Background: an optimization exercise with open tools, aiming at small area. Do not read the settings as production practice. In this exercise RTL edits were held to simulation tests only and were not proved equivalent to the original. No driver is modelled on the clock port, so clocking that relies on it looks cheaper here than on a real chip. Power and IR drop assume default switching activity.

// ReactionGame
module ReactionGame(
    input        CLOCK_50,
    input        reset,
    input  [1:0] KEY,
    output [9:0] LEDR,
    output [6:0] HEX0,
    output [6:0] HEX1
);
Size in the first run: roughly 240 cells after synthesis, ~2200 um^2 of cells after synthesis.
export LEC_CHECK = 0
export CAP_MARGIN = 20
export CORE_MARGIN = 2
export CORE_UTILIZATION = 40
export SLEW_MARGIN = 20
create_clock -name core_clock -period 25.0 [get_ports {CLOCK_50}]
standard.sh (not shown) runs the stock make flow with config.mk's settings and CLKGATE_MAP_FILE= SYNTH_SCRIPT=/design/flow/synth_recipe.tcl, a recipe that flattens the netlist after the stock synthesis.
==> flow/flow/run.sh <==
#!/bin/bash
# Own layout flow: the standard synthesis, an area re-mapping of its
# combinational logic (flip-flops untouched, proven equivalent), then the
# standard layout steps.
set -euo pipefail
W=$(pwd)
F=$W/flow
R=$W/orfs/results/$FLOW_PLATFORM/ReactionGame/base
LIB=$FLOW_HOME/platforms/$FLOW_PLATFORM/lib/sky130_fd_sc_hd__tt_025C_1v80.lib
DONTUSE=$(cat "$F/dontuse.txt")

bash standard.sh synth > "$W/log_synth.txt" 2>&1
cp "$R/1_2_yosys.v" "$W/std.v"
python3 "$F/cutff.py" "$W/std.v" "$W/std_cut.v" > "$W/log_cut.txt" 2>&1

# Several seeds of ABC's deep synthesis in parallel; keep the smallest
# re-mapping that is proven equivalent to the standard netlist.
# Runs 1..6 start deep synthesis from the netlist as it is, runs 7..12 from
# a &synch2 &dc2 rewrite of it, each with its own seed.
subst() { sed -e "s|@LIB@|$LIB|g" -e "s|@TOP@|$FLOW_TOP|g" -e "s|@ABC@|$2/abc.script|g" -e "s|@SEED@|$3|g" -e "s|@PRE@|$4|g" -e "s|@DONTUSE@|$DONTUSE|g" "$1"; }
RUNS="1 2 3 4 5 6 7 8 9 10 11 12"
for s in $RUNS; do
  D=$W/reopt_$s
  if (( s > 6 )); then PRE="\&synch2; \&dc2"; SEED=$((s - 6)); else PRE=""; SEED=$s; fi
  mkdir -p "$D"
  subst "$F/abc.script" "$D" $SEED "$PRE" | tr ';' '\n' > "$D/abc.script"
  subst "$F/reopt.ys" "$D" $SEED "" > "$D/reopt.ys"
  subst "$F/equiv.ys" "$D" $SEED "" > "$D/equiv.ys"
  ( cd "$D" && yosys -s reopt.ys > log_reopt.txt 2>&1 &&
    python3 "$F/cutff.py" out.v out_cut.v > log_cut.txt 2>&1 &&
    cp "$W/std_cut.v" std_cut.v &&
    yosys -s equiv.ys > log_equiv.txt 2>&1 &&
    python3 "$F/area.py" out.v "$LIB" | tail -1 | awk '{print $2}' > area.txt ) &
  if (( s % 4 == 0 )); then wait; fi
done
wait
best=""; besta=""
for s in $RUNS; do
  a=$(cat "$W/reopt_$s/area.txt" 2>/dev/null || true)
  [[ -n "$a" ]] || continue
  if [[ -z "$besta" ]] || awk "BEGIN{exit !($a < $besta)}"; then best=$s; besta=$a; fi
done
echo "best seed: ${best:-none} area ${besta:-none}" > "$W/log_pick.txt"
if [[ -n "$best" ]]; then
  cp "$W/reopt_$best/out.v" "$W/out.v"
  cp "$W/out.v" "$R/1_2_yosys.v"
  rm -f "$R/1_synth.odb" "$R/1_synth.sdc"
fi
bash standard.sh BUFFER_PORTS_ARGS="-buffer_cell sky130_fd_sc_hd__buf_1" SKIP_REPAIR_TIE_FANOUT=1 PRE_CTS_TCL="$F/cts_pre.tcl" CTS_ARGS="-sink_clustering_enable -repair_clock_nets -dont_use_dummy_load -buf_list sky130_fd_sc_hd__buf_6 -sink_clustering_size 20 -sink_clustering_max_diameter 60" finish > "$W/log_finish.txt" 2>&1
Other scripts of this flow, unchanged in this note and not shown: flow/flow/abc.script, flow/flow/area.py, flow/flow/cts_pre.tcl, flow/flow/cutff.py, flow/flow/dontuse.txt, flow/flow/equiv.ys, flow/flow/reopt.ys
Next try:
--- a/flow/design.v
+++ b/flow/design.v
@@ -11,18 +11,24 @@
         key_s1   <= KEY;
         key_s2   <= key_s1;
         key_prev <= key_s2;
     end
     wire [1:0] key_edge = ~key_s2 & key_prev;
     reg [3:0] hi_t, hi_o, lo;
-    reg  [31:0] lfsr;
+    localparam [31:0] SEED = 32'hA5A5_A5A5;
+    reg  [31:0] lfsr_q;
+    wire [31:0] lfsr = lfsr_q ^ {20'd0, SEED[11:0]};
     reg         fresh;    
-    wire        fill, fill_bit;
-    wire        fb = fill ? fill_bit : lfsr[31] ^ lfsr[21] ^ lfsr[1] ^ lfsr[0];
-    always @(posedge CLOCK_50)
-        lfsr <= {lfsr[30:0], fb};
+    wire        fill;
+    wire        fb = fill ? ~(lo[1] ^ lo[0])
+                          : lfsr[31] ^ lfsr[21] ^ lfsr[1] ^ lfsr[0];
+    always @(posedge CLOCK_50) begin
+        lfsr_q[31:12] <= lfsr[30:11];
+        if (reset) lfsr_q[11:0] <= 12'd0;
+        else       lfsr_q[11:0] <= {lfsr[10:0], fb} ^ SEED[11:0];
+    end
     localparam S_IDLE = 2'd0, S_AF = 2'd1, S_A = 2'd3, S_R = 2'd2;
     reg [1:0] state;
     reg       chosen;         
     reg [3:0] tens, ones;     
     wire [3:0] o_inc, o_dec, t_inc, t_dec, ho_inc, ht_inc, lo_inc, lo_w;
     wire [6:0] seg_o, seg_t;
@@ -81,14 +87,13 @@
     wire ho9 = (hi_o[3] & hi_o[0]);
     wire ho5 = (hi_o[2] & ~hi_o[1] & hi_o[0]);
     wire ht12 = (hi_t[3] & hi_t[2]);
     wire lo11 = (lo[3] & lo[1] & lo[0]);
     wire lo0 = (~lo[3] & ~lo[2] & ~lo[1] & ~lo[0]);
     wire zero     = lo0 & ht12 & ho5;
-    assign fill     = fresh & (hi_t == 4'd8) & (hi_o == 4'd3 || hi_o == 4'd4 || hi_o == 4'd5);
-    assign fill_bit = (hi_o == 4'd5 && lo >= 4'd4) ? (lo == 4'd10) : ~(lo[1] ^ lo[0]);
+    assign fill   = fresh & (hi_t == 4'd8) & (hi_o == 4'd3 || hi_o == 4'd4);
     wire active   = state[0];
     wire idle     = (state == S_IDLE);
     wire correct  = chosen ? key_edge[1] : key_edge[0];
     wire any_edge = |key_edge;
     wire done     = any_edge || zero;
     wire s99      = t9 & o9;
The changed run went through all stages and came out clean.
Total power came out lower by 22%.
Hold slack gets better by 0.0053 ns.
Sequential share of layout area shrinks by 0.85 points.
Design area rises by 1.6%.
First-iteration DRC count increases by 15%.
Routed wire length climbs by 7.7%.
Setup slack is better by 0.16 ns.
Synthesized cell count came out higher by 5.1%.
Die area increases by 1.2%.
Maximum frequency goes up by 1.4%.
Clock power grows by about 3%.
Core utilization shrinks by 1.3 points.
Global-route usage is higher by 1.2 points.
Synthesized area increases by 1.3%.

## re-timing with driven ports
The flow's constraints put no driver on any port. The routed layouts listed below were extracted and timed again, unchanged, in two steps.
Step 1 sets driving cells, clkbuf_16 on the clock port and buf_2 on the other inputs (assumed; they add their load-dependent delay and slew).
Step 2 adds t to the input delays and takes it off the output delays; t is the mean of the earliest and latest rising clock arrival at the registers after step 1. Input paths then give back, and output paths get back, about the clock's delay inside the block.
a / b / c = no drivers / after step 1 / after step 2; a / b = the first two.
| run | t (ns) | setup WS [ns] | latest minus earliest clock arrival (ns) | worst register clock-pin slew, ns | worst slew at a driven data input, ns |
|---|---|---|---|---|---|
| the first run | 0.184 | 14.035 / 14.011 / 14.011 | 0.018 / 0.018 | 0.11 / 0.11 | 0.03 |
| the second run | 0.181 | 14.191 / 14.167 / 14.167 | 0.013 / 0.013 | 0.10 / 0.10 | 0.03 |
After both steps setup and hold are still met in every run listed.
